This is an optimization exercise on Yosys and OpenROAD, whose aim is small area, a short achievable clock period and few clock cycles, not a production implementation. RTL that was checked went through simulation tests only; none was proved equivalent to the original. Function not checked in runs 1 to 3, 5 and 6: the RTL went through the layout flow alone.

$ cat design/flow/constraint.sdc
create_clock -name core_clock -period 20.0 [get_ports {clk}]
set_input_delay 4.0000 -clock core_clock [delete_from_list [all_inputs] [get_ports {clk}]]
set_output_delay 4.0000 -clock core_clock [all_outputs]
set_load 0.01 [all_outputs]
$ cat design/flow/run.sh
#!/bin/bash
# synth_recipe.tcl (not shown) runs the flow's synth.tcl, then flattens the netlist and writes it again
# the make line also repeats each setting of config.mk as NAME=value (left out here)
make -C /OpenROAD-flow-scripts/flow DESIGN_CONFIG=/design/flow/config.mk WORK_HOME=/design/flow/orfs CLKGATE_MAP_FILE= SYNTH_SCRIPT=/design/flow/synth_recipe.tcl finish
$ cat design/flow/design.v
module DW_div_pipe #(
    parameter a_width     = 31,
    parameter b_width     = 31,
    parameter tc_mode     = 1,
    parameter rem_mode    = 0,
    parameter num_stages  = 10,
    parameter stall_mode  = 1,
    parameter rst_mode    = 1,
    parameter op_iso_mode = 0
) (
    input                      clk,
    input                      rst_n,
    input                      en,
    input      [a_width-1:0]   a,
    input      [b_width-1:0]   b,
    output     [a_width-1:0]   quotient,
    output     [b_width-1:0]   remainder,
    output                     divide_by_0
);
localparam NS = num_stages - 1;           
localparam W  = a_width;
wire          a_neg = (tc_mode != 0) & a[a_width-1];
wire          b_neg = (tc_mode != 0) & b[b_width-1];
wire [W-1:0]       a_mag = a_neg ? (~a + 1'b1) : a;
wire [b_width-1:0] b_mag = b_neg ? (~b + 1'b1) : b;
reg [b_width:0]   r_q [0:NS-1];
reg [W-1:0]       d_q [0:NS-1];
reg [b_width-1:0] m_q [0:NS-1];
reg               n_q [0:NS-1];
genvar k;
generate
    for (k = 0; k < NS; k = k + 1) begin : g_stage
        localparam integer LO = (k * W) / NS;
        localparam integer HI = ((k + 1) * W) / NS;
        wire [b_width:0]   r_in = (k == 0) ? {(b_width+1){1'b0}} : r_q[(k == 0) ? 0 : k-1];
        wire [W-1:0]       d_in = (k == 0) ? a_mag : d_q[(k == 0) ? 0 : k-1];
        wire [b_width-1:0] m_in = (k == 0) ? b_mag : m_q[(k == 0) ? 0 : k-1];
        wire               n_in = (k == 0) ? (a_neg ^ b_neg) : n_q[(k == 0) ? 0 : k-1];
        reg  [b_width:0]   r_c;
        reg  [W-1:0]       d_c;
        integer j;
        always @(*) begin
            r_c = r_in;
            d_c = d_in;
            for (j = LO; j < HI; j = j + 1) begin
                r_c = {r_c[b_width-1:0], d_c[W-1]};
                d_c = {d_c[W-2:0], 1'b0};
                if (r_c >= {1'b0, m_in}) begin
                    r_c = r_c - {1'b0, m_in};
                    d_c[0] = 1'b1;
                end
            end
        end
        always @(posedge clk or negedge rst_n) begin
            if (!rst_n) begin
                r_q[k] <= 0;
                d_q[k] <= 0;
                m_q[k] <= 0;
                n_q[k] <= 1'b0;
            end else if (en) begin
                r_q[k] <= r_c;
                d_q[k] <= d_c;
                m_q[k] <= m_in;
                n_q[k] <= n_in;
            end
        end
    end
endgenerate
assign quotient    = n_q[NS-1] ? (~d_q[NS-1] + 1'b1) : d_q[NS-1];
assign remainder   = {b_width{1'b0}};
assign divide_by_0 = 1'b0;
endmodule
module TRIANGLE(
    input  wire        clk,
    input  wire        rst_n,
    input  wire        in_valid,
    input  wire [7:0]  in_length,
    output reg  [15:0] out_cos,
    output reg         out_valid,
    output reg  [1:0]  out_tri
);
localparam [4:0] ST_A1 = 5'd2;     
localparam [4:0] ST_A2 = 5'd3;     
localparam [4:0] ST_A3 = 5'd4;     
localparam [4:0] ST_D0 = 5'd5;     
localparam [4:0] ST_L  = 5'd17;    
localparam [4:0] ST_O0 = 5'd18;
localparam [4:0] ST_O1 = 5'd19;
reg [4:0] st;
always @(posedge clk or negedge rst_n) begin
    if (!rst_n) st <= 5'd0;
    else if (st == 5'd0) st <= in_valid ? 5'd1 : 5'd0;
    else if (st == ST_O1) st <= 5'd0;
    else st <= st + 5'd1;
end
reg [7:0] la, lb, lc;
always @(posedge clk) begin
    la <= in_length;
    lb <= la;
    lc <= lb;
end
reg f_a1, f_a2, f_a3, f_acc;
always @(posedge clk) begin
    f_a1  <= (st == ST_A1 - 5'd1);
    f_a2  <= (st == ST_A2 - 5'd1);
    f_a3  <= (st == ST_A3 - 5'd1);
    f_acc <= (st >= ST_A1 - 5'd1) && (st <= ST_A3 - 5'd1);
end
reg [15:0] s;
always @(posedge clk) s <= la * la;
wire [7:0]  mx = f_a3 ? lb : la;
wire [7:0]  my = f_a1 ? lb : lc;
wire [15:0] m  = mx * my;
reg [15:0] p0, p1, p2;
always @(posedge clk) begin
    if (f_a1) p2 <= m;
    if (f_a2) p1 <= m;
    if (f_a3) p0 <= m;
end
wire acc  = f_acc;
wire init = f_a1;
function [17+1+1:0] lane;    
    input [17:0] r;
    input [15:0] p;
    input        n;
    input        sub;
    input        acc;
    input        init;
    reg [18:0] a, bx, c, t;
    reg        ci, z, b;
    begin
        if (acc) begin
            a  = init ? 19'd0 : {r[17], r};
            bx = sub ? ~{3'b000, s} : {3'b000, s};
            ci = sub;
        end else begin
            a  = {r, 1'b0};
            bx = n ? {2'b00, p, 1'b0} : ~{2'b00, p, 1'b0};
            ci = ~n;
        end
        t = a + bx + {18'd0, ci};
        c = {a[17:0] | bx[17:0], ci};
        z = &(~(a ^ bx ^ c));
        b = n ? (t[18] | z) : ~t[18];
        lane = {(acc | b) ? t[17:0] : a[17:0], b, t[18]};
    end
endfunction
reg signed [17:0] r0, r1, r2;
reg [12:0]        q0, q1, q2;
reg               n0, n1, n2;
wire [19:0] x0 = lane(r0, p0, n0, f_a1, acc, init);
wire [19:0] x1 = lane(r1, p1, n1, f_a2, acc, init);
wire [19:0] x2 = lane(r2, p2, n2, f_a3, acc, init);
always @(posedge clk) begin
    r0 <= x0[19:2]; r1 <= x1[19:2]; r2 <= x2[19:2];
    q0 <= {q0[11:0], x0[1]};
    q1 <= {q1[11:0], x1[1]};
    q2 <= {q2[11:0], x2[1]};
    if (f_a3) begin
        n0 <= x0[0]; n1 <= x1[0]; n2 <= x2[0];
    end
    if (st == ST_D0)
        out_tri <= (r0 == 18'sd0 || r1 == 18'sd0 || r2 == 18'sd0) ? 2'd3 :
                   (n0 | n1 | n2) ? 2'd1 : 2'd0;
end
reg q2x;
always @(posedge clk) q2x <= q2[12];
wire [11:0] qh0 = q0[11:0];
wire        b0  = x0[1];
wire        lst = (st == ST_L);
wire        o0  = (st == ST_O0);
wire [12:0] qsel = o0 ? q1 : {q2x, q2[12:1]};
wire        nsel = o0 ? n1 : n2;
wire [15:0] negx = -{3'b0, lst ? {1'b0, qh0} : qsel};
wire [15:0] c0 = n0 ? (b0 ? {3'b111, ~qh0, 1'b1} : {negx[14:0], 1'b0})
                    : {3'b000, qh0, b0};
always @(posedge clk) begin
    out_cos <= lst ? c0 : (nsel ? negx : {3'b000, qsel});
end
always @(posedge clk or negedge rst_n) begin
    if (!rst_n) out_valid <= 1'b0;
    else out_valid <= lst | o0 | (st == ST_O1);
end
endmodule
$ cat design/flow/config.mk
export PLATFORM = sky130hd
export DESIGN_NAME = TRIANGLE
export DESIGN_NICKNAME = TRIANGLE
export VERILOG_FILES = /design/flow/design.v
export SDC_FILE = /design/flow/constraint.sdc
export NUM_CORES = 4
export LEC_CHECK = 0
export CAP_MARGIN = 20
export CORE_MARGIN = 2
export CORE_UTILIZATION = 40
export PLACE_DENSITY = 0.6
export SLEW_MARGIN = 20
==> results.yml, run 1 <==
detailed_routing:
  num_vias: 12300
  vias_per_cell: 5.14
  pre_antenna_drt_iters: 5
  routed_wire_length_per_instance_um: 16.0
  drt_drc_violations_left: 0
  antenna_violating_nets_post_route: 0
  wl_um: 38300
  starting_drc_count_in_detailed_routing: 697
synth:
  synth_top_flop_cell: "dfxtp_1"
  cell_area_after_synthesis_um2: 16800
  synth-async-reset-ratio: 0.0286
  ys_seq_area_frac: 0.284
  synth-warning-count: 1
  syn-instance-count: 1848
  synth.avg_cell_area_um2: 9.07
  synth_fp_nets: 2102
  synthDistinctLibCells: 83
  yosys_register_bits: 210
  synth_enable_flop_cells: 53
finish:
  final_cell_mix: "inv_1 (229), ha_1 (176), xnor2_1 (168)"
  num_antenna_cells: 0
  flow.area_growth_from_synthesis_pct: 9.66
  drive_gt1_frac: 0.0559
  layout_net_count: 2094
  design_area_um2: 18400
  fillers: 4121
  commonest_non_fill_non_tap_cell_in_the_layout: "inv_1"
min_path:
  hold_path_class: "reg2reg"
sta:
  post-route-period-util: 0.305
  fin_setup_tns_ns: 0
  slew_viol_final: 0
  timing_hold_violations_final: 0
  fmax_mhz: 164
  period_needed_ns: 6.10
  max_slew.worst_pin.slew_ns: 0.981
  report.final.setup_viol: 0
  skew_ns: 0.0400
  grt_setup_unrepaired: "no"
  timing.max_slew.rel_slack: 0.346
floorplan:
  number_of_cell_rows: 75
  ios: 30
  floorplan.core_area_um2: 41700
  floorplan.initialDensity: 0.402
  chipHeight_um: 209
  die_w_um: 209
  design.die.area_um2: 43600
clock_network:
  htree_num_levels: 1
  cts_repair_resize_count: 0
  tritoncts.num_buffers: 26
  ctsRootBufferMaster: "clkbuf_16"
  clkLatencyLatePin_ns: 0.57
  ctsLongestPathBuffers: 3
  cts_num_sinks: 210
  post_cts_hold_buffer_count: 0
  tritoncts: "built"
  post-cts-setup-buffers: 0
  worst_path_clk_slew_ns: 0.06
critical_path:
  critical_path_peak_fanout: 31
  timing.critical_path.mode_cell: "fa_1"
  critical_path.slowest_cell: "mux2i_1"
  cpLargestDelayFamily: "adder cells"
  critical_path.max_stage_delay_ns: 0.68
  crit_path_cell_trace: "buf_4, mux2i_1, or2_2, fa_1, fa_1, inv_1, fa_1, inv_1, fa_1, inv_1, ha_1, a21boi_0, o21ai_0, a21boi_0, o21ai_0, a21boi_0, o21ai_0, nor2b_1, xnor2_1"
  worst_ep_arrival_time_ns: 6.44
  path_class: "reg2reg"
  required_ns: 20.34
  worstPathBufferInverterCount: 4
  startpoint_type: "flip-flop"
  end_kind: "flip-flop"
global_route:
  grt_pass1_vias: 12300
  gr-usage-all-layers: 0.179
  antenna_found_initial: 1
  global_route_wire_length_before_repair_um: 64100
  grt_remaining_overflow: 0
  grt_start_max_net_pins: 105
placement:
  portBuffers: 29
  gpl.final_weighted_congestion: 0.846
  detailed_place.area_um2: 17500
  place_hpwl_um: 29100
outcome:
  run_status: "timing/DRC/antenna clean"
run:
  maxCapViolCount: 0
cell families after synthesis:
family | share of synthesized area
and+or+nand+nor | 0.126
DFF | 0.284
AOI/OAI and AO/OA | 0.148
xor gates and xnor gates | 0.122
adders and majority gates | 0.211
buffers and inverters | 0.0725
muxes | 0.0367
state kept, by name, indices dropped and copies added, names as in the netlist, 2 cells and up:
| signal | cells |
|---|---|
| p1 | 16 |
| q1 | 13 |
| lc | 8 |
| p2 | 16 |
| lb | 8 |
| q2 | 13 |
| p0 | 16 |
| la | 8 |
| r2 | 18 |
| out_cos | 16 |
| st | 5 |
| s | 14 |
| r0 | 18 |
| r1 | 18 |
| out_tri | 2 |
| q0 | 12 |
path summary, 6_finish.rpt:
check                              start          endpoint  slack (ns)  depth (start not counted)
setup reg to reg            f_a3$_DFF_P_  p2[13]$_DFFE_PP_       13.90                         19
max in group asynchronous          rst_n   st[1]$_DFF_PN0_       16.12                          1
hold reg to reg            q2[0]$_DFF_P_     q2[1]$_DFF_P_        0.33                          0
setup / recovery            f_a3$_DFF_P_  p2[13]$_DFFE_PP_       13.90                         19
min in group asynchronous          rst_n   st[4]$_DFF_PN0_        3.66                          1
hold / removal             q2[0]$_DFF_P_     q2[1]$_DFF_P_        0.33                          0
layer usage:
layer  routed length (um)  part of all wire  global-route usage  vias up
met2                18000              0.47               0.304      207
met4                  791             0.021              0.0431        0
met5                    0                 0                   0        -
met1                18100              0.47               0.243     5892
li1                     -                 -                   -     6183
met3                 1340             0.035              0.0197       39
area by class of cell:
| class | instances | area [um2] | share of cell area |
|---|---|---|---|
| Clock buffer | 29 | 703 | 0.0382 |
| Clock inverter | 19 | 175 | 0.00953 |
| Inverter | 231 | 867 | 0.0472 |
| Multi-Input combinational cell | 1329 | 10800 | 0.588 |
| Sequential cell | 210 | 4770 | 0.260 |
| Tap cell | 539 | 674 | 0.0367 |
| Timing Repair Buffer | 42 | 388 | 0.0211 |
Yosys cell counts (all sizes together) (8+ instances only):
library cell	instances	area (um2)
a31oi	18	119
edfxtp	53	1590
dfxtp	151	3020
buf	29	164
ha	176	2200
a21oi	73	369
or3	9	56.3
nor3	22	115
fa	67	1340
or2	17	106
nand2	116	435
clkbuf	49	184
o21a	55	413
inv	230	863
or4	8	60.1
nor4	18	128
nand3	17	95.1
nand2b	13	81.3
o21bai	12	90.1
nor2	130	490
and2	30	188
xnor2	168	1470
o21ai	66	342
nand4	19	119
xor2	66	578
a22oi	46	345
mux2i	57	571
nor2b	18	113
o211ai	10	88.8
a21o	26	195
worst register-to-register path, stage by stage (launching register included):
cell,delay [ns]
dfxtp_2,0.53
buf_4,0.51
mux2i_1,0.70
or2_2,0.24
fa_1,0.44
fa_1,0.56
inv_1,0.05
fa_1,0.47
inv_1,0.05
fa_1,0.47
inv_1,0.04
ha_1,0.30
a21boi_0,0.27
o21ai_0,0.14
a21boi_0,0.25
o21ai_0,0.14
a21boi_0,0.24
o21ai_0,0.13
nor2b_1,0.15
xnor2_1,0.24
per-stage QoR:
stage / hold slack, ns / cells / setup slack [ns] / util
after floorplan: 0.310 / 1848 / 14.00 / -
after global placement: 0.315 / 2351 / 14.07 / 0.420
after detailed placement: 0.317 / 2351 / 13.93 / 0.420
after CTS: 0.333 / 2399 / 13.92 / 0.441
after global routing: 0.342 / 2399 / 13.31 / 0.441
final: 0.332 / 2399 / 13.90 / 0.441
==> run 2: changes to the inputs <==
--- a/design/flow/design.v
+++ b/design/flow/design.v
@@ -93,12 +93,6 @@
     else if (st == ST_O1) st <= 5'd0;
     else st <= st + 5'd1;
 end
-reg [7:0] la, lb, lc;
-always @(posedge clk) begin
-    la <= in_length;
-    lb <= la;
-    lc <= lb;
-end
 reg f_a1, f_a2, f_a3, f_acc;
 always @(posedge clk) begin
     f_a1  <= (st == ST_A1 - 5'd1);
@@ -106,16 +100,20 @@
     f_a3  <= (st == ST_A3 - 5'd1);
     f_acc <= (st >= ST_A1 - 5'd1) && (st <= ST_A3 - 5'd1);
 end
+reg [7:0] la, lb, lc;
+always @(posedge clk) begin
+    la <= f_a2 ? la : in_length;
+    lb <= f_a2 ? lc : la;
+    lc <= lb;
+end
 reg [15:0] s;
 always @(posedge clk) s <= la * la;
-wire [7:0]  mx = f_a3 ? lb : la;
-wire [7:0]  my = f_a1 ? lb : lc;
-wire [15:0] m  = mx * my;
+wire [15:0] m = la * lb;
 reg [15:0] p0, p1, p2;
 always @(posedge clk) begin
     if (f_a1) p2 <= m;
-    if (f_a2) p1 <= m;
-    if (f_a3) p0 <= m;
+    if (f_a2) p0 <= m;
+    if (f_a3) p1 <= m;
 end
 wire acc  = f_acc;
 wire init = f_a1;
--- a/design/flow/config.mk
+++ b/design/flow/config.mk
@@ -5,6 +5,7 @@
 export SDC_FILE = /design/flow/constraint.sdc
 export NUM_CORES = 4
 export LEC_CHECK = 0
+export ABC_AREA = 1
 export CAP_MARGIN = 20
 export CORE_MARGIN = 2
 export CORE_UTILIZATION = 40
==> run 2 against run 1 <==
  * Sequential share of layout area fell by 0.93 points
  * Design area rose by 5.8%
  * Die area rose by 7.4%
  * Global-route usage rose by 0.85 points
  * Sequential cell count rose by 1
  * Synthesized area rose by 7.5%
  * Still clean
==> results.yml, run 2 <==
sta:
  fin_setup_tns_ns: 0
  period_needed_ns: 5.41
  slew_viol_final: 0
  post-route-period-util: 0.270
  report.final.setup_viol: 0
  fmax_mhz: 185
  grt_setup_unrepaired: "no"
  setup_slack_ns: 14.59
  timing_hold_violations_final: 0
  timing.max_slew.rel_slack: 0.235
  skew_ns: 0.0180
  max_slew.worst_pin.slew_ns: 1.14
  fin_worst_hold_slack_ns: 0.324
synth:
  ys_seq_area_frac: 0.270
  synth-warning-count: 1
  yosys.area.top_type_share: 0.160
  synth_top_flop_cell: "dfxtp_1"
  cell_area_after_synthesis_um2: 18000
  synth_enable_flop_cells: 61
  yosysMostFrequentCell: "nand2_1"
  yosys_register_bits: 211
  syn-instance-count: 2381
  synth-async-reset-ratio: 0.0284
  library_cell_occupying_the_most_area_in_the_post_synthesis_netlist: "dfxtp_1"
  synth_fp_nets: 2635
  synthDistinctLibCells: 50
  synth.avg_cell_area_um2: 7.57
  synth.top_cells.by_count: "nand2_1 (537), inv_1 (438), ha_1 (176)"
  synthTopCellsByArea: "dfxtp_1 (16%), ha_1 (12%), nand2_1 (11%)"
detailed_routing:
  starting_drc_count_in_detailed_routing: 889
  wl_um: 43100
  wl_met3_um: 1780
  top_signal_layer_used: "met4"
  pre_antenna_drt_iters: 5
  met2_wire_length_um: 19800
  vias_per_cell: 4.92
  wirelength_met1_um: 20100
  antenna_violating_nets_post_route: 0
  routed_wire_length_per_instance_um: 14.6
  num_vias: 14500
  drt_drc_violations_left: 0
placement:
  place_hpwl_um: 32500
  gpl.final_weighted_congestion: 0.870
  portBuffers: 29
  placement_setup_slack_ns: 15.16
critical_path:
  crit_path_cell_trace: "clkdlybuf4s50_1"
  critical_path.max_stage_delay_ns: 0.53
  required_ns: 16.00
  worst_ep_arrival_time_ns: 1.41
  critical_path_peak_fanout: 1
  cpLargestDelayFamily: "buffers and inverters"
  path_class: "reg2out"
  critical_path.slowest_cell: "clkdlybuf4s50_1"
  end_kind: "primary output"
  startpoint_type: "flip-flop"
  worstPathBufferInverterCount: 1
global_route:
  global_route_wire_length_before_repair_um: 71800
  grt_pass1_vias: 14300
  gr-usage-all-layers: 0.187
  grt_remaining_overflow: 0
  antenna_found_initial: 0
  grt_start_max_net_pins: 78
clock_network:
  cts_repair_resize_count: 0
  worst_path_clk_slew_ns: 0.06
  post-cts-setup-buffers: 0
  post_cts_hold_buffer_count: 0
  tritoncts: "built"
  htree_num_levels: 1
  ctsLongestPathBuffers: 3
  cts_num_sinks: 211
  clkLatencyLatePin_ns: 0.56
  tritoncts.num_buffers: 27
  ctsRootBufferMaster: "clkbuf_16"
floorplan:
  design.die.area_um2: 46800
  die_w_um: 216
  ios: 30
  number_of_cell_rows: 77
  floorplan.initialDensity: 0.407
  floorplan.core_area_um2: 44300
  chipHeight_um: 216
finish:
  fillers: 4478
  flow.area_growth_from_synthesis_pct: 7.93
  final_cell_mix: "nand2_1 (537), inv_1 (438), ha_1 (176)"
  layout_net_count: 2596
  commonest_non_fill_non_tap_cell_in_the_layout: "nand2_1"
  drive_gt1_frac: 0.0610
  multi_input_comb_area_um2: 10900
  seq_area_um2: 4870
  biggestRegsByFlops: "r0: 18 flops, r1: 18 flops, r2: 18 flops"
  num_antenna_cells: 0
outcome:
  run_status: "timing/DRC/antenna clean"
min_path:
  hold_path_class: "reg2reg"
run:
  maxCapViolCount: 0
## run 2: cell count changes in the layout (fill, tap and decap cells not counted), sizes merged, moves of 48 or more
cell	delta
inv	+215
o21a	-53
o21ai	+57
nand2	+443
mux2i	-57
o22ai	+48
nand3	+87
## run 2: cell families (layout without fill, tap and decap cells)
kind of cell,count (synthesis),count (layout),synth area share
simple gates,870,870,0.216
buf+inv,551,532,0.123
compound gates,301,301,0.0950
fa+ha+maj,243,243,0.197
flops,211,211,0.270
xor+xnor,205,205,0.0996
## run 2: final cells by class
cell class	instances	area share
Inverter	446	0.0864
Clock inverter	11	0.00367
Multi-Input combinational cell	1619	0.563
Tap cell	592	0.0381
Clock buffer	38	0.0411
Timing Repair Buffer	37	0.0180
Sequential cell	211	0.250
## run 2: path summary, 6_finish.rpt
check | start | end | slack [ns] | cells after the start
setup / recovery | out_valid$_DFF_PN0_ | out_valid | 14.59 | 1
hold / removal | q2[0]$_DFF_P_ | q2[1]$_DFF_P_ | 0.32 | 0
setup reg to reg | la[4]$_DFFE_PN_ | p1[14]$_DFFE_PP_ | 15.22 | 17
hold reg to reg | q2[0]$_DFF_P_ | q2[1]$_DFF_P_ | 0.32 | 0
max in group asynchronous | rst_n | st[2]$_DFF_PN0_ | 16.06 | 1
min in group asynchronous | rst_n | st[3]$_DFF_PN0_ | 3.70 | 1
## run 2: metal layers
layer / global-route usage / up-vias
li1: - / 7418
met1: 0.245 / 6743
met2: 0.316 / 297
met3: 0.0248 / 69
met4: 0.0680 / 0
met5: 0 / -
## run 2: metrics by stage
step | cells | utilization | cell area [um2]
floorplan | 2381 | - | 18000
global placement | 2905 | 0.419 | 18600
detailed placement | 2905 | 0.419 | 18600
CTS | 2954 | 0.439 | 19500
global route | 2954 | 0.439 | 19500
finish | 2954 | 0.439 | 19500
==> run 3: changes to the inputs <==
--- a/design/flow/design.v
+++ b/design/flow/design.v
@@ -106,8 +106,20 @@
     lb <= f_a2 ? lc : la;
     lc <= lb;
 end
+function [15:0] square8;
+    input [7:0] a;
+    reg [15:0] acc;
+    integer i;
+    begin
+        acc = 16'd0;
+        for (i = 0; i < 8; i = i + 1)
+            acc = acc + (({8'd0, (a >> (i + 1)) & {8{a[i]}}} << (2 * i + 2))
+                         | ({15'd0, a[i]} << (2 * i)));
+        square8 = acc;
+    end
+endfunction
 reg [15:0] s;
-always @(posedge clk) s <= la * la;
+always @(posedge clk) s <= square8(la);
 wire [15:0] m = la * lb;
 reg [15:0] p0, p1, p2;
 always @(posedge clk) begin
@@ -124,7 +136,7 @@
     input        sub;
     input        acc;
     input        init;
-    reg [18:0] a, bx, c, t;
+    reg [18:0] a, bx, t;
     reg        ci, z, b;
     begin
         if (acc) begin
@@ -137,8 +149,7 @@
             ci = ~n;
         end
         t = a + bx + {18'd0, ci};
-        c = {a[17:0] | bx[17:0], ci};
-        z = &(~(a ^ bx ^ c));
+        z = (t == 19'd0);
         b = n ? (t[18] | z) : ~t[18];
         lane = {(acc | b) ? t[17:0] : a[17:0], b, t[18]};
     end
==> run 3 against run 2 <==
  * Still clean on timing, DRC and antenna
  * First-iteration DRC count increased by 14%
  * Register-to-register slack got worse by 0.63 ns
  * Synthesized area decreased by 11%
  * Critical path depth unchanged
  * Global-route usage increased by 1.3 points
  * Final cell count decreased by 5.9%
  * Sequential share of layout area increased by 2.7 points
  * Non-clock buffer count decreased by 1
  * Setup slack got worse by 0.037 ns
  * Critical path type unchanged
==> results.yml, run 3 <==
detailed_routing:
  wl_um: 41000
  antenna_violating_nets_post_route: 0
  drt_drc_violations_left: 0
  starting_drc_count_in_detailed_routing: 1015
  vias_per_cell: 4.99
  num_vias: 13900
  routed_wire_length_per_instance_um: 14.7
  pre_antenna_drt_iters: 6
global_route:
  gr-usage-all-layers: 0.200
  antenna_found_initial: 0
  global_route_wire_length_before_repair_um: 67600
  grt_pass1_vias: 13200
  grt_remaining_overflow: 0
  grt_start_max_net_pins: 75
finish:
  commonest_non_fill_non_tap_cell_in_the_layout: "nand2_1"
  fillers: 4094
  final_cell_mix: "nand2_1 (641), inv_1 (382), nand3_1 (148)"
  flow.area_growth_from_synthesis_pct: 9.26
  num_antenna_cells: 0
  layout_net_count: 2422
  biggestRegsByFlops: "r0: 18 flops, r1: 18 flops, r2: 18 flops"
  fin_util: 0.442
  design_area_um2: 17500
  multi_input_comb_area_um2: 9370
  drive_gt1_frac: 0.0368
  seq_area_um2: 4870
synth:
  cell_area_after_synthesis_um2: 16000
  yosysMostFrequentCell: "nand2_1"
  synth.top_cells.by_count: "nand2_1 (641), inv_1 (382), nand3_1 (148)"
  yosys.area.top_type_share: 0.180
  synthDistinctLibCells: 49
  yosys_register_bits: 211
  synth-warning-count: 1
  synth-async-reset-ratio: 0.0284
  synth_fp_nets: 2440
  synth.avg_cell_area_um2: 7.11
  syn-instance-count: 2256
  library_cell_occupying_the_most_area_in_the_post_synthesis_netlist: "dfxtp_1"
  synth_top_flop_cell: "dfxtp_1"
  ys_seq_area_frac: 0.303
  synthTopCellsByArea: "dfxtp_1 (18%), nand2_1 (15%), edfxtp_1 (11%)"
  synth_enable_flop_cells: 61
critical_path:
  path_class: "reg2out"
  crit_path_cell_trace: "clkdlybuf4s50_1"
  startpoint_type: "flip-flop"
  critical_path_peak_fanout: 1
  regToRegSetupSlack_ns: 14.59
  r2r_end: "r2[15]$_DFF_P_"
  worst-r2r-cell-count: 20
  worst_ep_arrival_time_ns: 1.44
  end_kind: "primary output"
  cpLargestDelayFamily: "buffers and inverters"
  required_ns: 16.00
  critical_path.slowest_cell: "clkdlybuf4s50_1"
  critical_path.max_stage_delay_ns: 0.54
  critical_path.reg2reg.startpoint: "f_acc$_DFF_P_"
  worstPathBufferInverterCount: 1
floorplan:
  die_w_um: 204
  floorplan.core_area_um2: 39600
  ios: 30
  number_of_cell_rows: 73
  chipHeight_um: 204
  design.die.area_um2: 41700
  floorplan.initialDensity: 0.405
clock_network:
  post-cts-setup-buffers: 0
  clkLatencyLatePin_ns: 0.55
  tritoncts: "built"
  htree_num_levels: 1
  ctsRootBufferMaster: "clkbuf_16"
  cts_num_sinks: 211
  cts_repair_resize_count: 0
  post_cts_hold_buffer_count: 0
  tritoncts.num_buffers: 24
  ctsLongestPathBuffers: 3
  worst_path_clk_slew_ns: 0.06
sta:
  post-route-period-util: 0.272
  period_needed_ns: 5.44
  grt_setup_unrepaired: "no"
  report.final.setup_viol: 0
  skew_ns: 0.0333
  timing_hold_violations_final: 0
  fin_setup_tns_ns: 0
  timing.max_slew.rel_slack: 0.262
  max_slew.worst_pin.slew_ns: 1.11
  fin_worst_hold_slack_ns: 0.327
  fmax_mhz: 184
  slew_viol_final: 0
min_path:
  min-delay-start: "q2[0]$_DFF_P_"
  hold_path_depth: 0
  hold_path_class: "reg2reg"
  timing.hold.worst_endpoint: "q2[1]$_DFF_P_"
placement:
  portBuffers: 29
  place_hpwl_um: 31800
  gpl.final_weighted_congestion: 0.904
  detailed_place.area_um2: 16700
outcome:
  run_status: "timing/DRC/antenna clean"
run:
  maxCapViolCount: 0
==> run 3: worst max-delay path by stage <==
| stage | start | end | slack [ns] | cells after the start |
|---|---|---|---|---|
| CTS | out_tri[1]$_SDFFCE_PP1N_ | out_tri[1] | 14.50 | 1 |
| detailed placement | f_acc$_DFF_P_ | r2[1]$_DFF_P_ | 14.71 | 20 |
| floorplan | la[6]$_DFFE_PN_ | p0[15]$_DFFE_PP_ | 15.46 | 19 |
| finish | out_tri[1]$_SDFFCE_PP1N_ | out_tri[1] | 14.56 | 1 |
| global route | f_acc$_DFF_P_ | r2[14]$_DFF_P_ | 14.03 | 21 |
| global placement | f_acc$_DFF_P_ | r2[15]$_DFF_P_ | 14.75 | 20 |
==> run 3: area by class of cell <==
class	count	share of cell area
Clock buffer	34	0.0404
Clock inverter	10	0.00678
Tap cell	525	0.0375
Sequential cell	211	0.278
Multi-Input combinational cell	1575	0.534
Timing Repair Buffer	36	0.0196
Inverter	390	0.0838
==> run 3: logic make-up (layout without fill, tap and decap cells) <==
group                      Yosys count  in the layout  synth area share
and+or+nand+nor                    987            987             0.257
buffers and inverters              470            470             0.113
AOI/OAI and AO/OA                  303            303             0.105
DFF                                211            211             0.303
adders and majority gates          173            173             0.160
xor gates and xnor gates           111            111            0.0611
muxes                                1              1          0.000624
==> run 3: through the flow <==
step	setup WS, ns	instances
after global routing	14.03	2781
after detailed placement	14.71	2737
final	14.56	2781
after floorplan	15.46	2256
after global placement	14.75	2737
after CTS	14.50	2781
==> run 3: worst reg2reg max path, delay by kind of cell (launching register included) <==
kind / cells / cell delay (ns)
buffers and inverters: 2 / 1.20
adder cells (fa/ha/maj): 2 / 0.61
flip-flops: 1 / 0.32
AO/OA/AOI/OAI: 2 / 0.82
AND/OR/NAND/NOR: 14 / 2.38
==> run 3: routing by layer <==
layer / share of wire / global-route usage
met5: 0 / 0
met4: 0.019 / 0.0437
met3: 0.041 / 0.0209
met2: 0.47 / 0.343
met1: 0.47 / 0.272
==> run 4: changes to the inputs <==
--- a/design/flow/design.v
+++ b/design/flow/design.v
@@ -136,7 +136,7 @@
     input        sub;
     input        acc;
     input        init;
-    reg [18:0] a, bx, t;
+    reg [18:0] a, bx, c, t;
     reg        ci, z, b;
     begin
         if (acc) begin
@@ -149,7 +149,8 @@
             ci = ~n;
         end
         t = a + bx + {18'd0, ci};
-        z = (t == 19'd0);
+        c = {a[17:0] | bx[17:0], ci};
+        z = &(~(a ^ bx ^ c));
         b = n ? (t[18] | z) : ~t[18];
         lane = {(acc | b) ? t[17:0] : a[17:0], b, t[18]};
     end
==> run 4 against run 3 <==
  * Largest cell class unchanged
  * Clock-buffer cell count up 4
  * Critical path type is now reg2reg
  * Maximum frequency shrank 1.6%
  * Global-route usage down 1.0 points
  * Utilization is 0.38 points lower
  * Sequential share of layout area fell by 2.0 points
  * Sequential cell count unchanged
  * Via count up 1.6%
  * Critical endpoint is now r2[5]$_DFF_P_
  * Setup slack lost 0.087 ns
  * First-iteration DRC count is 6.0% lower
  * Still clean
  * Register-to-register slack got worse by 0.12 ns
  * Final cell count grew 2.9%
==> results.yml, run 4 <==
floorplan:
  floorplan.core_area_um2: 43100
  floorplan.initialDensity: 0.405
  chipHeight_um: 213
  die_w_um: 213
  design.die.area_um2: 45300
  ios: 30
  number_of_cell_rows: 76
synth:
  synth-async-reset-ratio: 0.0284
  yosys.area.top_type_share: 0.165
  synth.top_cells.by_count: "nand2_1 (534), inv_1 (405), ha_1 (174)"
  synth-warning-count: 1
  syn-instance-count: 2298
  cell_area_after_synthesis_um2: 17400
  yosysMostFrequentCell: "nand2_1"
  synth_top_flop_cell: "dfxtp_1"
  yosys_register_bits: 211
  ys_seq_area_frac: 0.279
  synth_fp_nets: 2536
  yosys.area_share.adder: 0.186
  synth_xor_xnor_area_share: 0.101
  synth.avg_cell_area_um2: 7.59
  synth_top_family_by_area: "simple AND/OR/NAND/NOR gates"
  synthDistinctLibCells: 57
  synthTopCellsByArea: "dfxtp_1 (17%), ha_1 (12%), nand2_1 (11%)"
  synth.mux.area_fraction: 0.000574
  synth_compound_area_frac: 0.0952
  synth_enable_flop_cells: 61
  synthSimpleGateAreaFrac: 0.217
  library_cell_occupying_the_most_area_in_the_post_synthesis_netlist: "dfxtp_1"
sta:
  fmax_mhz: 181
  grt_setup_unrepaired: "no"
  skew_ns: 0.0232
  timing.max_slew.rel_slack: 0.309
  slew_viol_final: 0
  report.final.setup_viol: 0
  fin_setup_tns_ns: 0
  max_slew.worst_pin.slew_ns: 1.03
  post-route-period-util: 0.276
  timing_hold_violations_final: 0
  period_needed_ns: 5.53
global_route:
  grt_pass1_vias: 13700
  grt_remaining_overflow: 0
  antenna_found_initial: 1
  global_route_wire_length_before_repair_um: 69300
  gr-usage-all-layers: 0.190
  grt_start_max_net_pins: 80
placement:
  placed_instances: 2815
  gpl.final_weighted_congestion: 0.908
  place_hpwl_um: 31900
  portBuffers: 29
detailed_routing:
  vias_per_cell: 4.93
  antenna_violating_nets_post_route: 0
  num_vias: 14100
  starting_drc_count_in_detailed_routing: 954
  drt_drc_violations_left: 0
  wl_um: 42500
  pre_antenna_drt_iters: 7
  routed_wire_length_per_instance_um: 14.8
clock_network:
  post-cts-setup-buffers: 0
  ctsRootBufferMaster: "clkbuf_16"
  htree_num_levels: 1
  worst_path_clk_slew_ns: 0.07
  tritoncts.num_buffers: 26
  ctsLongestPathBuffers: 3
  post_cts_hold_buffer_count: 0
  cts_repair_resize_count: 0
  tritoncts: "built"
  clkLatencyLatePin_ns: 0.56
  cts_num_sinks: 211
critical_path:
  regToRegSetupSlack_ns: 14.47
  worst_ep_arrival_time_ns: 6.02
  critical_path_peak_fanout: 64
  path_class: "reg2reg"
  required_ns: 20.49
  end_kind: "flip-flop"
  startpoint_type: "flip-flop"
finish:
  post_layout_nonfiller_instances: 2863
  drive_gt1_frac: 0.0593
  num_antenna_cells: 0
  biggestRegsByFlops: "r0: 18 flops, r1: 18 flops, r2: 18 flops"
  fillers: 4310
  layout_net_count: 2496
  commonest_non_fill_non_tap_cell_in_the_layout: "nand2_1"
  final_cell_mix: "nand2_1 (534), inv_1 (405), ha_1 (174)"
  flow.area_growth_from_synthesis_pct: 8.33
run:
  maxCapViolCount: 0
outcome:
  run_status: "timing/DRC/antenna clean"
min_path:
  hold_path_class: "reg2reg"
## run 4: changes by cell type in the layout (fill, tap and decap cells not counted), sizes merged, moves of 14 or more
| cell | delta |
|---|---|
| ha | +54 |
| a21oi | -28 |
| inv | +27 |
| nand3 | -50 |
| nor2 | -35 |
| nand4 | +27 |
| nand2 | -90 |
| a211oi | -14 |
| xnor2 | +50 |
| xor2 | +39 |
| a31oi | +15 |
## run 4: stage by stage
step	worst slack, ns	cell area (um2)	util	hold slack (ns)
2_1_floorplan	15.61	17400	-	0.310
3_3_place_gp	14.75	18000	0.417	0.336
3_5_place_dp	14.56	18000	0.417	0.338
4_1_cts	14.55	18900	0.438	0.349
5_1_grt	14.12	18900	0.438	0.353
6_report	14.47	18900	0.438	0.347
## run 4: final timing paths
kind,startpoint,to,cells after the start
worst max-delay path,f_acc$_DFF_P_,r2[5]$_DFF_P_,18
worst min-delay path,q2[4]$_DFF_P_,q2[5]$_DFF_P_,0
worst max register to register,f_acc$_DFF_P_,r2[5]$_DFF_P_,18
worst min register to register,q2[4]$_DFF_P_,q2[5]$_DFF_P_,0
max in group asynchronous,rst_n,st[2]$_DFF_PN0_,1
min in group asynchronous,rst_n,st[1]$_DFF_PN0_,1
## run 4: cell type report
class	count	area, um2	area share
multi-input combinational	1566	10500	0.553
timing repair buffer	38	358	0.0189
clock buffer	38	787	0.0417
sequential	211	4870	0.258
inverter	415	1570	0.0832
clock inverter	10	118	0.00623
tap	585	732	0.0388
## run 4: kinds of logic (layout without fill, tap and decap cells)
logic type                 Yosys count  after routing
buffers and inverters              521            501
adders and majority gates          227            227
xor gates and xnor gates           200            200
AOI/OAI and AO/OA                  288            288
muxes                                1              1
and+or+nand+nor                    850            850
DFF                                211            211
## run 4: worst max-delay path: stages, from the launching register on
cell	delay [ns]
dfxtp_2	0.31
buf_4	0.65
clkinv_2	0.86
nor2_1	0.43
inv_2	0.23
buf_4	0.33
nor2_1	0.22
fa_1	0.29
inv_1	0.08
fa_1	0.48
inv_1	0.10
nand3b_1	0.07
nand2_1	0.18
nand2_1	0.10
nand3_1	0.11
nand3_2	0.40
nand3_4	0.41
nand2_1	0.09
nand2_1	0.08
## run 4: routing by layer
layer  track usage  part of all wire  up-vias  routed length (um)
met5             0           0.00031        -                  13
met4        0.0535             0.026        2                1090
met3        0.0234             0.044       64                1860
met2         0.330              0.47      304               20100
met1         0.248              0.46     6530               19400
li1              -                 -     7201                   -
Testbench counts of run 4, summed over its fixed seeds: cycles 23,032.
==> run 5: changes to the inputs <==
--- a/design/flow/design.v
+++ b/design/flow/design.v
@@ -93,12 +93,18 @@
     else if (st == ST_O1) st <= 5'd0;
     else st <= st + 5'd1;
 end
-reg f_a1, f_a2, f_a3, f_acc;
+reg f_a1, f_a2, f_a3;
+reg [2:0] f_acc, f_ini;
 always @(posedge clk) begin
     f_a1  <= (st == ST_A1 - 5'd1);
     f_a2  <= (st == ST_A2 - 5'd1);
     f_a3  <= (st == ST_A3 - 5'd1);
-    f_acc <= (st >= ST_A1 - 5'd1) && (st <= ST_A3 - 5'd1);
+    f_acc[0] <= (st >= ST_A1 - 5'd1) && (st <= ST_A3 - 5'd1);
+    f_acc[1] <= (st == 5'd1) || (st == 5'd2) || (st == 5'd3);
+    f_acc[2] <= (st[4:2] == 3'd0) && (st[1:0] != 2'd0);
+    f_ini[0] <= (st == 5'd1);
+    f_ini[1] <= (st[4:1] == 4'd0) && st[0];
+    f_ini[2] <= ~(|st[4:1]) & st[0];
 end
 reg [7:0] la, lb, lc;
 always @(posedge clk) begin
@@ -127,8 +133,6 @@
     if (f_a2) p0 <= m;
     if (f_a3) p1 <= m;
 end
-wire acc  = f_acc;
-wire init = f_a1;
 function [17+1+1:0] lane;    
     input [17:0] r;
     input [15:0] p;
@@ -136,8 +140,8 @@
     input        sub;
     input        acc;
     input        init;
-    reg [18:0] a, bx, c, t;
-    reg        ci, z, b;
+    reg [18:0] a, bx, t;
+    reg        ci, z, b, c0;
     begin
         if (acc) begin
             a  = init ? 19'd0 : {r[17], r};
@@ -148,9 +152,8 @@
             bx = n ? {2'b00, p, 1'b0} : ~{2'b00, p, 1'b0};
             ci = ~n;
         end
-        t = a + bx + {18'd0, ci};
-        c = {a[17:0] | bx[17:0], ci};
-        z = &(~(a ^ bx ^ c));
+        {t, c0} = {a, 1'b1} + {bx, ci};    
+        z = (t == 19'd0);
         b = n ? (t[18] | z) : ~t[18];
         lane = {(acc | b) ? t[17:0] : a[17:0], b, t[18]};
     end
@@ -158,9 +161,9 @@
 reg signed [17:0] r0, r1, r2;
 reg [12:0]        q0, q1, q2;
 reg               n0, n1, n2;
-wire [19:0] x0 = lane(r0, p0, n0, f_a1, acc, init);
-wire [19:0] x1 = lane(r1, p1, n1, f_a2, acc, init);
-wire [19:0] x2 = lane(r2, p2, n2, f_a3, acc, init);
+wire [19:0] x0 = lane(r0, p0, n0, f_a1, f_acc[0], f_ini[0]);
+wire [19:0] x1 = lane(r1, p1, n1, f_a2, f_acc[1], f_ini[1]);
+wire [19:0] x2 = lane(r2, p2, n2, f_a3, f_acc[2], f_ini[2]);
 always @(posedge clk) begin
     r0 <= x0[19:2]; r1 <= x1[19:2]; r2 <= x2[19:2];
     q0 <= {q0[11:0], x0[1]};
==> run 5 against run 4 <==
  * Still clean on timing, DRC and antenna
  * Final cell count is 3.6% lower
  * Register-to-register slack better by 0.17 ns
  * Routed wire length is 1.8% higher
  * First-iteration DRC count is 2.8% higher
  * Clock skew is 0.0034 ns lower
  * Via count hardly changed
  * Maximum frequency is 2.0% higher
  * Non-clock buffer count is 5 lower
  * Synthesized cell count is 2.9% lower
  * Sequential cell count is 3 higher
  * Setup slack better by 0.11 ns
  * Critical endpoint is now out_cos[4]
  * Largest cell class unchanged
  * Highest routed layer is now met4
==> results.yml, run 5 <==
clock_network:
  cts_num_sinks: 214
  htree_num_levels: 1
  tritoncts.num_buffers: 26
  ctsLongestPathBuffers: 3
  cts_repair_resize_count: 0
  tritoncts: "built"
  clkLatencyLatePin_ns: 0.55
  post_cts_hold_buffer_count: 0
  post-cts-setup-buffers: 0
  ctsRootBufferMaster: "clkbuf_16"
  worst_path_clk_slew_ns: 0.06
synth:
  library_cell_occupying_the_most_area_in_the_post_synthesis_netlist: "dfxtp_1"
  synth_fp_nets: 2416
  synth-warning-count: 1
  ys_seq_area_frac: 0.306
  synth_enable_flop_cells: 61
  synth_top_flop_cell: "dfxtp_1"
  cell_area_after_synthesis_um2: 16100
  yosys.area.top_type_share: 0.183
  synth-async-reset-ratio: 0.0280
  yosysMostFrequentCell: "nand2_1"
  synthTopCellsByArea: "dfxtp_1 (18%), nand2_1 (14%), edfxtp_1 (11%)"
  yosys_register_bits: 214
  syn-instance-count: 2232
  synth.avg_cell_area_um2: 7.21
  synth.top_cells.by_count: "nand2_1 (599), inv_1 (381), dfxtp_1 (147)"
  synthDistinctLibCells: 55
detailed_routing:
  routed_wire_length_per_instance_um: 15.7
  vias_per_cell: 5.11
  num_vias: 14100
  starting_drc_count_in_detailed_routing: 981
  pre_antenna_drt_iters: 6
  wl_um: 43300
  drt_drc_violations_left: 0
  antenna_violating_nets_post_route: 0
placement:
  gpl.final_weighted_congestion: 0.901
  place_hpwl_um: 33700
  portBuffers: 29
  detailed_place.area_um2: 16700
min_path:
  timing.hold.worst_endpoint: "q2[1]$_DFF_P_"
  hold_path_depth: 0
  min-delay-start: "q2[0]$_DFF_P_"
  hold_path_class: "reg2reg"
finish:
  num_antenna_cells: 0
  flow.area_growth_from_synthesis_pct: 9.33
  fillers: 4050
  layout_net_count: 2398
  final_cell_mix: "nand2_1 (599), inv_1 (381), dfxtp_1 (146)"
  design_area_um2: 17600
  commonest_non_fill_non_tap_cell_in_the_layout: "nand2_1"
  biggestRegsByFlops: "r0: 18 flops, r1: 18 flops, r2: 18 flops"
  drive_gt1_frac: 0.0443
global_route:
  global_route_wire_length_before_repair_um: 70100
  gr-usage-all-layers: 0.208
  antenna_found_initial: 0
  grt_remaining_overflow: 0
  grt_pass1_vias: 13700
  grt_start_max_net_pins: 51
critical_path:
  critical_path.slowest_cell: "clkdlybuf4s50_1"
  critical_path.reg2reg.startpoint: "f_ini[0]$_DFF_P_"
  critical_path.max_stage_delay_ns: 0.54
  worst-path-stages: 1
  required_ns: 16.00
  worstPathBufferInverterCount: 1
  regToRegSetupSlack_ns: 14.64
  end_kind: "primary output"
  critical_path_peak_fanout: 1
  r2r_end: "r0[2]$_DFF_P_"
  path_class: "reg2out"
  cpLargestDelayFamily: "buffers and inverters"
  worst_ep_arrival_time_ns: 1.42
  startpoint_type: "flip-flop"
  crit_path_cell_trace: "clkdlybuf4s50_1"
  worst-r2r-cell-count: 18
floorplan:
  floorplan.core_area_um2: 39700
  design.die.area_um2: 41900
  die_w_um: 205
  floorplan.initialDensity: 0.405
  chipHeight_um: 205
  ios: 30
  number_of_cell_rows: 73
sta:
  fmax_mhz: 185
  report.final.setup_viol: 0
  period_needed_ns: 5.42
  timing_hold_violations_final: 0
  post-route-period-util: 0.271
  fin_worst_hold_slack_ns: 0.327
  grt_setup_unrepaired: "no"
  skew_ns: 0.0198
  timing.max_slew.rel_slack: 0.276
  fin_setup_tns_ns: 0
  slew_viol_final: 0
  max_slew.worst_pin.slew_ns: 1.09
run:
  maxCapViolCount: 0
outcome:
  run_status: "timing/DRC/antenna clean"
## run 5: cell count changes in the layout (fill, tap and decap cells not counted), moves of 24 or more
cell / before / now
inv_1: 405 / 381
xnor2_1: 121 / 51
xor2_1: 77 / 40
ha_1: 174 / 123
nand4_1: 54 / 28
a21oi_1: 76 / 119
nand3_1: 90 / 135
nor2_1: 82 / 130
nand2_1: 534 / 599
## run 5: area by class of cell
type	count	area, um2	area share
inverters	387	1460	0.0830
repair buffers	33	320	0.0182
clock inverters	16	189	0.0107
clock buffers	32	723	0.0411
well taps	525	657	0.0373
multi-input cells	1552	9330	0.530
flip-flops and latches	214	4930	0.280
## run 5: cell families (layout without fill, tap and decap cells)
| logic type | Yosys count | count (layout) | synth area share |
|---|---|---|---|
| AOI/OAI and AO/OA | 323 | 323 | 0.117 |
| xor gates and xnor gates | 92 | 92 | 0.0505 |
| adders and majority gates | 173 | 173 | 0.158 |
| buffers and inverters | 466 | 468 | 0.115 |
| DFF | 214 | 214 | 0.306 |
| muxes | 1 | 1 | 0.000622 |
| and+or+nand+nor | 963 | 963 | 0.254 |
## run 5: how the worst max path moves through the flow
stage                             startpoint  slack [ns]                to
final                     out_cos[4]$_DFF_P_       14.58        out_cos[4]
after global routing        f_ini[0]$_DFF_P_       14.27     r0[5]$_DFF_P_
after CTS                 out_cos[4]$_DFF_P_       14.56        out_cos[4]
after detailed placement    f_ini[0]$_DFF_P_       14.71     r0[4]$_DFF_P_
after global placement      f_ini[0]$_DFF_P_       14.71    r0[10]$_DFF_P_
after floorplan              la[6]$_DFFE_PN_       15.51  p0[15]$_DFFE_PP_
## run 5: routing by layer
| metal | wire length [um] | track usage |
|---|---|---|
| met2 | 20400 | 0.362 |
| met1 | 19600 | 0.268 |
| met5 | 0 | 0 |
| met3 | 2080 | 0.0299 |
| met4 | 1240 | 0.0598 |
## run 5: metrics by stage
| stage | utilization | worst slack (ns) | std cells |
|---|---|---|---|
| after floorplan | - | 15.51 | 2232 |
| after global placement | 0.420 | 14.71 | 2711 |
| after detailed placement | 0.420 | 14.71 | 2711 |
| after CTS | 0.443 | 14.56 | 2759 |
| after global routing | 0.443 | 14.27 | 2759 |
| final | 0.443 | 14.58 | 2759 |
==> run 6: changes to the inputs <==
--- a/design/flow/config.mk
+++ b/design/flow/config.mk
@@ -9,5 +9,6 @@
 export CAP_MARGIN = 20
 export CORE_MARGIN = 2
 export CORE_UTILIZATION = 40
+export GPL_TIMING_DRIVEN = 0
 export PLACE_DENSITY = 0.6
 export SLEW_MARGIN = 20
==> run 6 against run 5 <==
  * Register-to-register slack lost 0.46 ns
  * Critical path depth grew 18
  * Sequential cell count is the same
  * Utilization grew 0.74 points
  * Setup slack lost 0.40 ns
  * Clock-buffer cell count is the same
  * Sequential share of layout area shrank 0.46 points
==> results.yml, run 6 <==
outcome:
  run_status: "timing/DRC/antenna clean"
global_route:
  grt_remaining_overflow: 0
  grt_pass1_vias: 13900
  grt_start_max_net_pins: 21
  gr-usage-all-layers: 0.210
  antenna_found_initial: 0
  global_route_wire_length_before_repair_um: 70200
sta:
  report.final.setup_viol: 0
  post-route-period-util: 0.291
  slew_viol_final: 0
  period_needed_ns: 5.82
  fmax_mhz: 172
  timing.max_slew.rel_slack: 0.318
  fin_setup_tns_ns: 0
  grt_setup_unrepaired: "no"
  setup_slack_ns: 14.18
  max_slew.worst_pin.slew_ns: 1.02
  timing_hold_violations_final: 0
  skew_ns: 0.0120
critical_path:
  worstPathBufferInverterCount: 5
  critical_path.reg2reg.startpoint: "la[6]$_DFFE_PN_"
  startpoint_type: "flip-flop"
  timing.critical_path.mode_cell: "fa_1"
  path_class: "reg2reg"
  required_ns: 20.23
  crit_path_cell_trace: "clkbuf_1, clkbuf_1, nand2_1, fa_1, fa_1, inv_1, fa_1, inv_1, fa_1, inv_1, ha_1, nand4_1, o221ai_1, nand3_1, nand2_1, a21oi_1, nor2_1, nor2_1, xor2_1"
  cpLargestDelayFamily: "adder cells"
  critical_path.slowest_cell: "xor2_1"
  end_kind: "flip-flop"
  critical_path.max_stage_delay_ns: 0.57
  regToRegSetupSlack_ns: 14.18
  worst-r2r-cell-count: 19
  worst_ep_arrival_time_ns: 6.05
  critical_path_peak_fanout: 10
  r2r_end: "p1[15]$_DFFE_PP_"
synth:
  synth-warning-count: 1
  yosys.area.top_type_share: 0.183
  synth_enable_flop_cells: 61
  synth_top_flop_cell: "dfxtp_1"
  yosysMostFrequentCell: "nand2_1"
  synth.mux.area_fraction: 0.000622
  yosys.area_share.adder: 0.158
  ys_seq_area_frac: 0.306
  synth_fp_nets: 2416
  library_cell_occupying_the_most_area_in_the_post_synthesis_netlist: "dfxtp_1"
  synth-async-reset-ratio: 0.0280
  synth_xor_xnor_area_share: 0.0505
  synth.top_cells.by_count: "nand2_1 (599), inv_1 (381), dfxtp_1 (147)"
  syn-instance-count: 2232
  synthDistinctLibCells: 55
  synthSimpleGateAreaFrac: 0.254
  synth_top_family_by_area: "simple AND/OR/NAND/NOR gates"
  yosys_register_bits: 214
  synth.avg_cell_area_um2: 7.21
  cell_area_after_synthesis_um2: 16100
  synth_compound_area_frac: 0.117
  synthTopCellsByArea: "dfxtp_1 (18%), nand2_1 (14%), edfxtp_1 (11%)"
placement:
  gpl.final_weighted_congestion: 0.913
  portBuffers: 29
  placement_setup_slack_ns: 14.15
  place_hpwl_um: 34800
finish:
  num_antenna_cells: 0
  final_cell_mix: "nand2_1 (599), inv_1 (381), dfxtp_1 (147)"
  flow.area_growth_from_synthesis_pct: 11.1
  layout_net_count: 2472
  biggestRegsByFlops: "r0: 18 flops, r1: 18 flops, r2: 18 flops"
  drive_gt1_frac: 0.0477
  commonest_non_fill_non_tap_cell_in_the_layout: "nand2_1"
floorplan:
  ios: 30
  number_of_cell_rows: 73
  floorplan.initialDensity: 0.405
  chipHeight_um: 205
  floorplan.core_area_um2: 39700
  design.die.area_um2: 41900
  die_w_um: 205
run:
  maxCapViolCount: 0
detailed_routing:
  wl_um: 43700
  starting_drc_count_in_detailed_routing: 1025
  vias_per_cell: 5.08
  routed_wire_length_per_instance_um: 15.4
  pre_antenna_drt_iters: 5
  antenna_violating_nets_post_route: 0
  drt_drc_violations_left: 0
  num_vias: 14400
clock_network:
  clkLatencyLatePin_ns: 0.54
  post-cts-setup-buffers: 0
  tritoncts.num_buffers: 25
  tritoncts: "built"
  post_cts_hold_buffer_count: 0
  ctsLongestPathBuffers: 3
  cts_repair_resize_count: 0
  worst_path_clk_slew_ns: 0.06
  cts_num_sinks: 214
  htree_num_levels: 1
  ctsRootBufferMaster: "clkbuf_16"
min_path:
  hold_path_depth: 0
  timing.hold.worst_endpoint: "q2[1]$_DFF_P_"
  min-delay-start: "q2[0]$_DFF_P_"
  hold_path_class: "reg2reg"
[run 6: cell type report]
cell class / instances / area [um2]
plain buffers: 79 / 389
clock buffers: 32 / 713
clock inverters: 13 / 134
fillers: 4019 / 21800
inverters: 387 / 1460
multi-input cells: 1552 / 9330
flip-flops and latches: 214 / 4920
well taps: 525 / 657
repair buffers: 29 / 290
[run 6: kinds of logic after synthesis]
logic type                 count (synthesis)
xor gates and xnor gates                  92
buffers and inverters                    466
and+or+nand+nor                          963
adders and majority gates                173
AOI/OAI and AO/OA                        323
muxes                                      1
DFF                                      214
[run 6: layer usage]
metal | wire, um | vias to the layer above | GRT usage
met4 | 1560 | 0 | 0.0745
met5 | 0 | - | 0
met2 | 20600 | 366 | 0.358
li1 | - | 7276 | -
met3 | 2100 | 89 | 0.0294
met1 | 19500 | 6645 | 0.270
[run 6: how the worst max path moves through the flow]
stage                          from               end  slack [ns]  cells past startpoint
floorplan           la[6]$_DFFE_PN_  p0[15]$_DFFE_PP_       15.51                     19
global placement    la[6]$_DFFE_PN_  p1[15]$_DFFE_PP_       14.29                     19
detailed placement  la[6]$_DFFE_PN_  p1[15]$_DFFE_PP_       14.15                     19
CTS                 la[6]$_DFFE_PN_  p1[15]$_DFFE_PP_       14.14                     19
global route        la[6]$_DFFE_PN_  p1[15]$_DFFE_PP_       13.94                     19
finish              la[6]$_DFFE_PN_  p1[15]$_DFFE_PP_       14.18                     19
[run 6: per-stage QoR]
stage,util,instance area [um2],hold slack (ns),instances
floorplan,-,16100,0.310,2232
global placement,0.429,17000,0.320,2786
detailed placement,0.429,17000,0.316,2786
CTS,0.450,17900,0.331,2831
global route,0.450,17900,0.336,2831
finish,0.450,17900,0.333,2831
==> run 7: changes to the inputs <==
--- a/design/flow/design.v
+++ b/design/flow/design.v
@@ -133,7 +133,14 @@
     if (f_a2) p0 <= m;
     if (f_a3) p1 <= m;
 end
-function [17+1+1:0] lane;    
+function qbit;
+    input [18:0] r;
+    input        n;
+    begin
+        qbit = n ? (r[18] | (r == 19'd0)) : ~r[18];
+    end
+endfunction
+function [18:0] lane;    
     input [17:0] r;
     input [15:0] p;
     input        n;
@@ -141,7 +148,7 @@
     input        acc;
     input        init;
     reg [18:0] a, bx, t;
-    reg        ci, z, b, c0;
+    reg        ci, ad, c0;
     begin
         if (acc) begin
             a  = init ? 19'd0 : {r[17], r};
@@ -149,40 +156,42 @@
             ci = sub;
         end else begin
             a  = {r, 1'b0};
-            bx = n ? {2'b00, p, 1'b0} : ~{2'b00, p, 1'b0};
-            ci = ~n;
+            ad = ~(qbit({r[17], r}, n) ^ n);
+            bx = ad ? {2'b00, p, 1'b0} : ~{2'b00, p, 1'b0};
+            ci = ~ad;
         end
         {t, c0} = {a, 1'b1} + {bx, ci};    
-        z = (t == 19'd0);
-        b = n ? (t[18] | z) : ~t[18];
-        lane = {(acc | b) ? t[17:0] : a[17:0], b, t[18]};
+        lane = t;
     end
 endfunction
 reg signed [17:0] r0, r1, r2;
-reg [12:0]        q0, q1, q2;
+reg [10:0]        q0;
+reg [11:0]        q1;
+reg [12:0]        q2;
 reg               n0, n1, n2;
-wire [19:0] x0 = lane(r0, p0, n0, f_a1, f_acc[0], f_ini[0]);
-wire [19:0] x1 = lane(r1, p1, n1, f_a2, f_acc[1], f_ini[1]);
-wire [19:0] x2 = lane(r2, p2, n2, f_a3, f_acc[2], f_ini[2]);
-always @(posedge clk) begin
-    r0 <= x0[19:2]; r1 <= x1[19:2]; r2 <= x2[19:2];
-    q0 <= {q0[11:0], x0[1]};
-    q1 <= {q1[11:0], x1[1]};
-    q2 <= {q2[11:0], x2[1]};
+wire [18:0] x0 = lane(r0, p0, n0, f_a1, f_acc[0], f_ini[0]);
+wire [18:0] x1 = lane(r1, p1, n1, f_a2, f_acc[1], f_ini[1]);
+wire [18:0] x2 = lane(r2, p2, n2, f_a3, f_acc[2], f_ini[2]);
+wire qb0 = qbit({r0[17], r0}, n0);
+wire qb1 = qbit({r1[17], r1}, n1);
+wire qb2 = qbit({r2[17], r2}, n2);
+always @(posedge clk) begin
+    r0 <= x0[17:0]; r1 <= x1[17:0]; r2 <= x2[17:0];
+    q0 <= {q0[9:0], qb0};
+    q1 <= {q1[10:0], qb1};
+    q2 <= {q2[11:0], qb2};
     if (f_a3) begin
-        n0 <= x0[0]; n1 <= x1[0]; n2 <= x2[0];
+        n0 <= x0[18]; n1 <= x1[18]; n2 <= x2[18];
     end
     if (st == ST_D0)
         out_tri <= (r0 == 18'sd0 || r1 == 18'sd0 || r2 == 18'sd0) ? 2'd3 :
                    (n0 | n1 | n2) ? 2'd1 : 2'd0;
 end
-reg q2x;
-always @(posedge clk) q2x <= q2[12];
-wire [11:0] qh0 = q0[11:0];
-wire        b0  = x0[1];
+wire [11:0] qh0 = {q0, qb0};
+wire        b0  = qbit(x0, n0);
 wire        lst = (st == ST_L);
 wire        o0  = (st == ST_O0);
-wire [12:0] qsel = o0 ? q1 : {q2x, q2[12:1]};
+wire [12:0] qsel = o0 ? {q1, qb1} : q2;
 wire        nsel = o0 ? n1 : n2;
 wire [15:0] negx = -{3'b0, lst ? {1'b0, qh0} : qsel};
 wire [15:0] c0 = n0 ? (b0 ? {3'b111, ~qh0, 1'b1} : {negx[14:0], 1'b0})
--- a/design/flow/config.mk
+++ b/design/flow/config.mk
@@ -6,9 +6,8 @@
 export NUM_CORES = 4
 export LEC_CHECK = 0
 export ABC_AREA = 1
-export CAP_MARGIN = 20
+export CAP_MARGIN = 60
 export CORE_MARGIN = 2
 export CORE_UTILIZATION = 40
-export GPL_TIMING_DRIVEN = 0
 export PLACE_DENSITY = 0.6
-export SLEW_MARGIN = 20
+export SLEW_MARGIN = 60
==> run 7 against run 6 <==
  * Utilization shrank 0.077 points
  * Clock skew rose by 0.0035 ns
  * Sequential share of layout area increased by 2.2 points
  * Synthesized cell count is 14% lower
  * Critical path depth fell by 18
  * Non-clock buffer count fell by 59
  * Die area fell by 8.6%
==> results.yml, run 7 <==
sta:
  period_needed_ns: 5.44
  timing.max_slew.rel_slack: 0.641
  slew_viol_final: 0
  setup_slack_ns: 14.56
  skew_ns: 0.0155
  fmax_mhz: 184
  report.final.setup_viol: 0
  timing_hold_violations_final: 0
  post-route-period-util: 0.272
  max_slew.worst_pin.slew_ns: 0.535
  grt_setup_unrepaired: "no"
  fin_setup_tns_ns: 0
critical_path:
  critical_path.max_stage_delay_ns: 0.55
  end_kind: "primary output"
  critical_path_peak_fanout: 1
  crit_path_cell_trace: "clkdlybuf4s50_1"
  path_class: "reg2out"
  required_ns: 16.00
  cpLargestDelayFamily: "buffers and inverters"
  startpoint_type: "flip-flop"
  worstPathBufferInverterCount: 1
  critical_path.slowest_cell: "clkdlybuf4s50_1"
  worst_ep_arrival_time_ns: 1.44
synth:
  syn-instance-count: 1918
  synth_compound_area_frac: 0.143
  synth-warning-count: 1
  ys_seq_area_frac: 0.331
  cell_area_after_synthesis_um2: 14700
  synth_top_family_by_area: "simple AND/OR/NAND/NOR gates"
  synthDistinctLibCells: 55
  synth.mux.area_fraction: 0
  yosys.area.top_type_share: 0.196
  synthTopCellsByArea: "dfxtp_1 (20%), edfxtp_1 (12%), ha_1 (11%)"
  synth_enable_flop_cells: 61
  synth_fp_nets: 2105
  synth-async-reset-ratio: 0.0284
  synth.avg_cell_area_um2: 7.66
  yosysMostFrequentCell: "nand2_1"
  yosys_register_bits: 211
  synth.top_cells.by_count: "nand2_1 (399), inv_1 (338), o21ai_0 (167)"
  synth_top_flop_cell: "dfxtp_1"
  synthSimpleGateAreaFrac: 0.186
  synth_xor_xnor_area_share: 0.0554
  yosys.area_share.adder: 0.175
  library_cell_occupying_the_most_area_in_the_post_synthesis_netlist: "dfxtp_1"
detailed_routing:
  antenna_violating_nets_post_route: 0
  starting_drc_count_in_detailed_routing: 805
  routed_wire_length_per_instance_um: 15.1
  num_vias: 12200
  drt_drc_violations_left: 0
  vias_per_cell: 5.05
  wl_um: 36400
  pre_antenna_drt_iters: 4
floorplan:
  ios: 30
  die_w_um: 196
  design.die.area_um2: 38300
  number_of_cell_rows: 70
  chipHeight_um: 196
  floorplan.core_area_um2: 36400
  floorplan.initialDensity: 0.403
global_route:
  antenna_found_initial: 0
  grt_start_max_net_pins: 42
  global_route_wire_length_before_repair_um: 60700
  gr-usage-all-layers: 0.195
  grt_pass1_vias: 12000
  grt_remaining_overflow: 0
finish:
  drive_gt1_frac: 0.0566
  design_area_um2: 16400
  final_cell_mix: "nand2_1 (395), inv_1 (335), o21ai_0 (166)"
  flow.area_growth_from_synthesis_pct: 11.5
  biggestRegsByFlops: "r0: 18 flops, r1: 18 flops, r2: 18 flops"
  num_antenna_cells: 0
  fillers: 3660
  commonest_non_fill_non_tap_cell_in_the_layout: "nand2_1"
  layout_net_count: 2114
  fin_util: 0.450
clock_network:
  worst_path_clk_slew_ns: 0.06
  tritoncts: "built"
  clkLatencyLatePin_ns: 0.55
  tritoncts.num_buffers: 26
  cts_repair_resize_count: 0
  post-cts-setup-buffers: 0
  cts_num_sinks: 211
  ctsRootBufferMaster: "clkbuf_16"
  post_cts_hold_buffer_count: 0
  ctsLongestPathBuffers: 3
  htree_num_levels: 1
placement:
  place_hpwl_um: 28000
  placement_setup_slack_ns: 15.03
  gpl.final_weighted_congestion: 0.896
  detailed_place.area_um2: 15400
  portBuffers: 29
min_path:
  hold_path_class: "reg2reg"
run:
  maxCapViolCount: 0
outcome:
  run_status: "timing/DRC/antenna clean"
run 7: final timing paths:
check / slack (ns) / start / cells after the start / to
max: 14.56 / out_cos[1]$_DFF_P_ / 1 / out_cos[1]
min: 0.35 / q1[7]$_DFF_P_ / 0 / q1[8]$_DFF_P_
max reg2reg: 15.01 / la[1]$_DFFE_PN_ / 22 / p2[15]$_DFFE_PP_
min reg2reg: 0.35 / q1[7]$_DFF_P_ / 0 / q1[8]$_DFF_P_
max in group asynchronous: 16.08 / rst_n / 1 / st[1]$_DFF_PN0_
min in group asynchronous: 3.70 / rst_n / 1 / st[4]$_DFF_PN0_
run 7: final cells by class:
class	count	area (um2)	share of cell area
multi-input cells	1291	8250	0.504
flip-flops and latches	211	4870	0.297
well taps	468	586	0.0357
inverters	348	1310	0.0800
repair buffers	49	468	0.0286
clock inverters	11	155	0.00947
clock buffers	35	747	0.0456
run 7: per-stage QoR:
stage / instances / hold WS (ns)
6_report: 2413 / 0.347
5_1_grt: 2413 / 0.352
4_1_cts: 2410 / 0.346
3_5_place_dp: 2364 / 0.336
3_3_place_gp: 2353 / 0.329
2_1_floorplan: 1918 / 0.323
run 7: cells by family after synthesis:
family	after synthesis
AOI/OAI and AO/OA	378
adders and majority gates	176
xor gates and xnor gates	93
and+or+nand+nor	644
DFF	211
buffers and inverters	416
run 7: routing by layer:
metal	global-route usage	part of all wire
met5	0	0
met4	0.0805	0.038
met3	0.0229	0.036
met2	0.332	0.47
met1	0.252	0.46
Testbench counts of run 7, summed over its fixed seeds: cycles 23,032.

-- port drivers added, routing unchanged --
The flow's constraints put no driver on any port. The routed layouts listed below were extracted and timed again, unchanged, in two steps. Step 1, drivers: a clkbuf_16 drives clk and a buf_2 each remaining input, both assumed. Step 2 adds t to the input delays and takes it off the output delays; t is the mean of the earliest and latest rising clock arrival at the registers after step 1. Input paths then give back, and output paths get back, about the clock's delay inside the block. Slacks: ideal / step 1 / step 2; pairs: ideal / step 1.
| run | t (ns) | setup slack, ns | worst setup path at the end | clock arrival spread, ns | cell pins on the clock port's net |
|---|---|---|---|---|---|
| run 1 | 0.604 | 13.895 / 13.895 / 13.895 | register to register | 0.041 / 0.040 | 1 |
| run 2 | 0.605 | 14.595 / 14.542 / 15.147 | register to output | 0.023 / 0.024 | 1 |
| run 3 | 0.581 | 14.557 / 14.507 / 14.590 | register to register | 0.034 / 0.034 | 1 |
| run 4 | 0.598 | 14.471 / 14.471 / 14.471 | register to register | 0.024 / 0.024 | 1 |
| run 5 | 0.597 | 14.581 / 14.527 / 14.643 | register to register | 0.021 / 0.021 | 1 |
| run 6 | 0.579 | 14.181 / 14.181 / 14.181 | register to register | 0.015 / 0.015 | 1 |
| run 7 | 0.591 | 14.562 / 14.513 / 15.006 | register to register | 0.017 / 0.017 | 1 |
After both steps every run listed still meets setup and hold.
